Background: an optimization exercise with open tools, aiming at small area, a short achievable clock period and few clock cycles. Do not read the settings as production practice.
The RTL was checked by simulation tests, not by an equivalence proof against the original design.
Power figures rest on the tool's default switching activity, not on a simulated workload.

<file path="flow/config.mk">
export PLATFORM = sky130hd
export DESIGN_NAME = MM
export DESIGN_NICKNAME = MM
export VERILOG_FILES = /design/flow/design.v
export SDC_FILE = /design/flow/constraint.sdc
export NUM_CORES = 4
export LEC_CHECK = 0
export CAP_MARGIN = 20
export CORE_MARGIN = 2
export CORE_UTILIZATION = 40
export SLEW_MARGIN = 20
</file>
<file path="flow/constraint.sdc">
create_clock -name core_clock -period 9.0 [get_ports {clk}]
set_input_delay 1.8000 -clock core_clock [delete_from_list [all_inputs] [get_ports {clk}]]
set_output_delay 1.8000 -clock core_clock [all_outputs]
set_load 0.01 [all_outputs]
</file>
<file path="flow/design.v">
module MM(clk,i,j,reset,read,write,index,read_data,write_data,finish);
	parameter n=20;
	input reset,clk;
	input signed [n-1:0]read_data;
	output [n-1:0]i,j;
	output read,write,index,finish;
	output signed[2*n-1:0]write_data;
	reg [1:0]state, next_state;
	reg signed [2*n-1:0]sum, next_sum;
	reg [n-1:0]row, next_row, col, next_col; 
	reg signed [n-1:0]rA, rB, next_rA, next_rB; 
	reg [n-1:0]ma, mb, mc, next_ma, next_mb, next_mc;
	reg [3:0]counter, next_counter; 
	reg idx_con, next_idx_con; 
	reg [n-1:0]B_col, next_B_col;
	wire signed [n-1:0]ra, rb;
	wire signed [n*2-1:0]p;
	assign ra = next_rA;
	assign rb = next_rB;
	assign p = ra*rb;
	always@(posedge clk)begin 
		if(reset == 1'd1)begin
			state <= 2'b00;
			sum <= 40'd0;
			row <= 20'd0;
			col <= 20'd0;
			idx_con <= 1'd0;
			counter <= 4'd0;
			B_col <= 20'd0;
			ma <= 20'd0;
			mb <= 20'd0;
			mc <= 20'd0;
			rA <= 20'd0;
			rB <= 20'd0;
		end
		else begin
			state <= next_state;
			sum <= next_sum;
			row <= next_row;
			col <= next_col;
			idx_con <= next_idx_con;
			counter <= next_counter;
			B_col <= next_B_col;
			ma <= next_ma;
			mb <= next_mb;
			mc <= next_mc;
			rA <= next_rA;
			rB <= next_rB;
		end
	end
	always@(*)begin 
		case(state)
			2'b00:begin 
				next_state = 2'b11;
			end
			2'b11:begin
				next_state = (row == 20'd2)? 2'b10 : 2'b11;
			end
			2'b10:begin
				next_state = (counter == 2*mb-1)? 2'b01 : 2'b10;
			end
			2'b01:begin
				next_state = 2'b10;
			end
			default:begin
				next_state = 2'b00;
			end
		endcase
	end
	always@(*)begin 
		case(state)
			2'b00:begin 
				next_sum = 40'd0;
				next_row = 20'd0;
				next_col = 20'd0;
				next_idx_con = 1'd0;
				next_counter = 4'd0;
				next_B_col = 20'd0;
			end
			2'b11:begin
				next_sum = sum; 
				next_row = (row == 20'd2)? 20'd0 : row + 20'd1;
				next_col = col; 
				next_idx_con = idx_con; 
				next_counter = 4'd0;
				next_B_col = 20'd0;
			end
			2'b10:begin
				next_sum = (idx_con == 1'd1)? sum + p : sum;
				next_row = row;
				next_col = (idx_con == 1'd1)? col + 20'd1 : col;
				next_idx_con = (idx_con == 1'd1)? 1'd0 : 1'd1;
				next_counter = (counter == 2*mb-1)? 4'd0 : counter + 4'd1;
				next_B_col = B_col;
			end
			2'b01:begin
				next_sum = 40'd0;
				next_row = (B_col == mc-1)? row + 20'b1 : row;
				next_col = 20'd0;
				next_idx_con = 1'd0;
				next_counter = 4'd0;
				next_B_col = (B_col == mc-1)? 20'd0 : B_col + 20'd1;
			end
			default:begin
				next_sum = 40'd0;
				next_row = 20'd0;
				next_col = 20'd0;
				next_idx_con = 1'd0;
				next_counter = 4'd0;
				next_B_col = 20'd0;
			end
		endcase
	end
	always@(*)begin
		case(state)
			2'b00:begin 
				next_ma = 20'd0;
				next_mb = 20'd0;
				next_mc = 20'd0;
				next_rA = 20'd0;
				next_rB = 20'd0;
			end
			2'b11:begin
				next_ma = (row == 20'd0)? read_data : ma; 
				next_mb = (row == 20'd1)? read_data : mb;
				next_mc = (row == 20'd2)? read_data : mc;
				next_rA = 20'd0;
				next_rB = 20'd0;
			end
			2'b10:begin
				next_ma = ma;
				next_mb = mb;
				next_mc = mc;
				next_rA = (idx_con == 1'd0)? read_data : rA;
				next_rB = (idx_con == 1'd1)? read_data : rB;
			end
			2'b01:begin
				next_ma = ma;
				next_mb = mb;
				next_mc = mc;
				next_rA = 20'd0;
				next_rB = 20'd0;
			end
			default:begin
				next_ma = 20'd0;
				next_mb = 20'd0;
				next_mc = 20'd0;
				next_rA = 20'd0;
				next_rB = 20'd0;
			end
		endcase
	end
	assign i = (idx_con == 1'b0)? row : col;
	assign j = (idx_con == 1'b0 && state != 2'b01)? col : B_col; 
	assign read = state[1];
	assign write = state[0];
	assign index = idx_con;
	assign finish = (state == 2'b10  && row == ma)? 1'd1 : 1'd0;
	assign write_data = sum;
endmodule
</file>
<file path="flow/run.sh">
#!/bin/bash
# synth_recipe.tcl (not shown) runs the flow's synth.tcl, then flattens the netlist and writes it again
# the make line also repeats each setting of config.mk as NAME=value (left out here)
make -C /OpenROAD-flow-scripts/flow DESIGN_CONFIG=/design/flow/config.mk WORK_HOME=/design/flow/orfs CLKGATE_MAP_FILE= SYNTH_SCRIPT=/design/flow/synth_recipe.tcl finish
</file>
==> run notes <==
-- critical path, cell delays in order --
cell	delay, ns
clkdlybuf4s50_1	0.58
mux2_2	0.20
and2_2	0.30
buf_4	0.16
nand2_1	0.06
fa_1	0.49
inv_1	0.05
fa_1	0.58
fa_1	0.48
fa_1	0.41
fa_1	0.50
fa_1	0.49
inv_1	0.05
fa_1	0.47
inv_1	0.04
ha_1	0.31
buf_4	0.13
nand4_1	0.11
or2_2	0.34
or3_4	0.44
nor4_4	0.38
nor2_2	0.12
a21oi_2	0.20
a21o_1	0.21
and3_1	0.17
o22ai_1	0.09
-- layout make-up --
| class | instances | area, um^2 | area share (%) |
|---|---|---|---|
| Sequential cell | 207 | 4150 | 13.0 |
| Clock buffer | 37 | 773 | 2.43 |
| Tap cell | 864 | 1080 | 3.40 |
| Multi-Input combinational cell | 2076 | 19400 | 61.0 |
| Inverter | 650 | 2440 | 7.67 |
| Timing Repair Buffer | 437 | 3830 | 12.0 |
| Clock inverter | 13 | 150 | 0.472 |
-- registers in the layout, indices dropped and copies added (netlist names), 4 cells and up --
name     flops
sum         40
B_col       20
col         20
ma          20
mb          20
mc          20
rA          20
rB          20
row         20
counter      4
-- placed cells by master, fill, tap and decap left out, types with 11 or more instances in the layout --
cell	n
dfxtp_1	206
buf_4	310
fa_1	467
clkbuf_16	27
nand2_1	322
xnor2_1	76
buf_12	19
ha_1	140
dlymetal6s2s_1	16
a22o_1	19
nor2_1	366
mux2_2	72
inv_1	648
a22oi_1	14
a21o_1	25
nor3_1	22
and3_1	19
clkdlybuf4s50_1	88
and2_1	23
xor2_1	76
nand3_1	109
a21oi_1	102
o21ai_0	25
nor4_1	18
nand4_1	21
or3_1	11
-- stage by stage --
| step | setup WS [ns] | cell area, um^2 | total power [mW] | setup TNS (ns) |
|---|---|---|---|---|
| floorplan | 0.0420 | 26400 | 1.93 | 0 |
| global placement | -1.22 | 30700 | 2.57 | -7.74 |
| detailed placement | -1.10 | 30700 | 2.56 | -7.62 |
| CTS | 0.00189 | 31700 | 3.73 | 0 |
| global route | 0.00322 | 31800 | 3.92 | 0 |
| finish | 0.286 | 31800 | 3.70 | 0 |
-- power by group through the flow --
stage	clock network (mW)	logic, mW	registers [mW]
after floorplan	0	0.923	1.01
after global placement	0	1.55	1.03
after detailed placement	0	1.54	1.03
after CTS	1.16	1.56	1.01
after global routing	1.19	1.72	1.01
final	1.13	1.56	1.01
-- kinds of logic (layout without fill, tap and decap cells) --
group,after synthesis,in the layout,share of synthesized area (%)
muxes,80,80,3.37
xor gates and xnor gates,152,152,5.04
AOI/OAI and AO/OA,251,251,6.13
and+or+nand+nor,983,983,16.3
adders and majority gates,610,610,42.2
DFF,207,207,15.7
buffers and inverters,793,1137,11.3
-- per-layer routing --
layer | wire length, um | vias up | track usage [%]
met4 | 2620 | 0 | 6.99
met3 | 3070 | 121 | 2.19
li1 | - | 10000 | -
met5 | 0 | - | 0
met2 | 36500 | 460 | 38.7
met1 | 33200 | 10400 | 31.0
-- how the worst max path moves through the flow --
stage / to / cells after the start / startpoint / slack (ns)
3_3_place_gp: sum[37]$_SDFFE_PP0P_ / 27 / read_data[19] / -1.22
2_1_floorplan: sum[38]$_SDFFE_PP0P_ / 27 / read_data[0] / 0.04
6_report: sum[37]$_SDFFE_PP0P_ / 26 / read_data[8] / 0.29
4_1_cts: sum[38]$_SDFFE_PP0P_ / 28 / read_data[8] / 0.002
5_1_grt: sum[38]$_SDFFE_PP0P_ / 28 / read_data[8] / 0.003
3_5_place_dp: sum[37]$_SDFFE_PP0P_ / 27 / read_data[19] / -1.10
-- timing repair --
item / CTS / global route
buffers inserted: 0 / 3
pin swaps: 1 / 4
endpoints found under the setup margin: 4 / 9
resized for setup: 3 / 49
==> reports/qor_table.md <==
| Group | Parameter | This run |
|:---|:---|:---|
| yosys | Netlist Area Pre-Place | 0.0264 mm^2 |
| drt | Total iterations of the first detailed-routing run | 6 |
| hold path | Endpoint of the worst hold-timing path | mb[13]$_SDFFE_PP0P_ |
| cts | Clock transition at the registers of the reported paths | 0.06 ns |
| cts | Worst-skew pair later-pin latency | 0.60 ns |
| yosys | Number of flops mapped to enable cells by yosys | 0 |
| cts | TritonCTS clock tree | yes |
| setup path | WP data required | 9.45 ns |
| setup path | Depth of the worst register-to-register path | 28 |
| power and ir drop | Fraction of power consumed by sequential logic | 27.2% |
| timing | Worst-case hold slack | 0.459 ns |
| drt | Per-cell routed wire length | 17.6 um |
| finish | Fraction of layout instances using a drive strength above 1 | 14.6% |
| die | Initial Util | 40.3% |
| cts | Clock buffer count from CTS | 27 |
| yosys | Most frequent cell after synthesis | inv_1 |
| placed design | Weighted congestion reported at the end of routability-driven placement | 0.914 |
| cts | Number of clock sinks | 207 |
| timing | Period Utilization, post-route | 96.8% |
| timing | Worst-Margin Slew | 1.04 ns |
| grt | Global-route wire length before repair | 122 mm |
| yosys | Instance count of the mapped netlist | 3,076 |
| yosys | Post-synth top area cell | fa_1 |
| yosys | Number of unique standard cell types used by synthesis | 66 |
| timing | Slew Viols, Final | 0 |
| power and ir drop | Clock share of power | 30.5% |
| hold path | Launch instance of the worst min-delay path | mb[13]$_SDFFE_PP0P_ |
| die | DIE AREA | 0.0681 mm^2 |
| power and ir drop | Design internal power | 2.27 mW |
| drt | Number of nets still failing antenna checks after routing | 0 |
| yosys | Mean area per synthesized cell | 8.59 um^2 |
| drt | Post-Route WL | 75.4 mm |
| placed design | Final HPWL from detailed placement | 63.1 mm |
| setup path | Critical path peak fanout | 5 |
| setup path | Kind of end point of the critical path | flop |
| die | Number of top-level pins | 106 |
| setup path | Startpoint of the most critical register-to-register path | state[0]$_SDFF_PP0_ |
| cts | Depth of the CTS H-tree | 1 |
| finish | Final cell utilization of the core | 48.5% |
| timing | Max Clock Skew | 0.0238 ns |
| power and ir drop | Total power density per cell area | 116 mW/mm^2 |
| timing | Highest clock frequency the design can meet | 0.115 GHz |
| finish | Number of filler cells placed in the layout | 6,426 |
| setup path | Startpoint class of the critical path | primary input |
| drt | Total number of vias | 21,000 |
| drt | Number of remaining DRC errors | 0 |
| status | Result of the run | complete, no violations |
| cts | Cell at the root of the clock tree | clkbuf_16 |
| die | Area inside the core boundary | 0.0656 mm^2 |
| die | Horizontal die dimension | 261 um |
| grt | Remaining global-route overflow | 0 |
| yosys | Register area share after synthesis | 15.7% |
| finish | # diodes | 0 |
| drt | Iteration-0 DRC count of the detailed router | 1,419 |
| finish | Number of nets in the finished design | 4,031 |
| run | Count of max-cap constraint violations | 0 |
| yosys | Top cells by instance count after synthesis | inv_1, fa_1, nor2_1, nand2_1, dfxtp_1 |
| yosys | Async set or reset register ratio after synthesis | 0% |
| timing | Setup repair after global routing missed its margin | no |
| timing | Headroom to the max-slew limit | 30.4% |
| hold path | Worst hold path type | flop to flop |
| yosys | Fraction of synthesized cell area taken by the top area cell type | 35.4% |
| grt | Vias in the first global route | 21,600 |
| yosys | Post-synth top flop | dfxtp_1 |
| power and ir drop | Sw Share | 38.7% |
| yosys | Warnings from Yosys | 1 |
| yosys | Synthesized flop and latch total | 207 |
| power and ir drop | Leakage component of the power | 15.8 nW |
| hold path | Worst hold stages | 2 |
| grt | Number of antenna violations at the first check in global routing | 0 |
| drt | Routed via count divided by cell count | 4.90 |
| die | Number of cell rows | 94 |
| cts | Clock buffer depth | 3 |
| placed design | Port Buffers | 105 |
| grt | Tot GR Track Use | 22.9% |
| setup path | CP Data Arrival Time | 9.17 ns |
| yosys | Post-synth net total | 3,708 |
| cts | Post-CTS Hold Fix Bufs | 0 |
| power and ir drop | Switch Pwr | 1.43 mW |
| power and ir drop | Worst-case vdd ir drop | 0.136 mV |
| finish | Number of standard cells in the final layout excluding fillers | 4,284 |
| grt | Largest net degree at the start of global routing | 70 |
| placed design | Placed cells | 4,231 |
| timing | Final number of setup-violating endpoints | 0 |
| power and ir drop | Part of the total power dissipated in combinational logic | 42.3% |
| finish | Synth-to-layout area growth | 20.5% |
| timing | Final Hold Violating Endpoints | 0 |
| die | Height of the die | 261 um |
| setup path | Endpoint of the lowest-slack register-to-register path | sum[37]$_SDFFE_PP0P_ |
| timing | Final period demand of the worst path | 8.71 ns |
| setup path | R2R Setup Slk | 0.64 ns |
| yosys | Ranking of synthesized cells by area | fa_1, dfxtp_1, inv_1 |
| setup path | Worst setup path category | primary input to flop |
Testbench counts, summed over its fixed seeds: cycles 19,422.

-- static timing again, ports no longer ideal --
How much do the figures lean on ideal ports? The routed layout below was timed once more, with nothing changed but the port constraints. Step 1, drivers: a clkbuf_16 drives clk and a buf_2 each remaining input, both assumed. Step 2, shift: input delay + t, output delay - t, t = (earliest + latest rising clock arrival at the registers) / 2. This alone moves slack from input paths to output paths. Three values: no drivers, after step 1, after step 2; two values: the first two.
t, ns: 0.650
setup WS [ns]: 0.286 / 0.313 / -0.337
worst setup path after step 2: input to register
With both steps, setup timing fails in this run, where it was met with ideal ports. For this run, drivers alone change the setup slack by +0.027 ns; drivers and shift together by -0.623 ns.
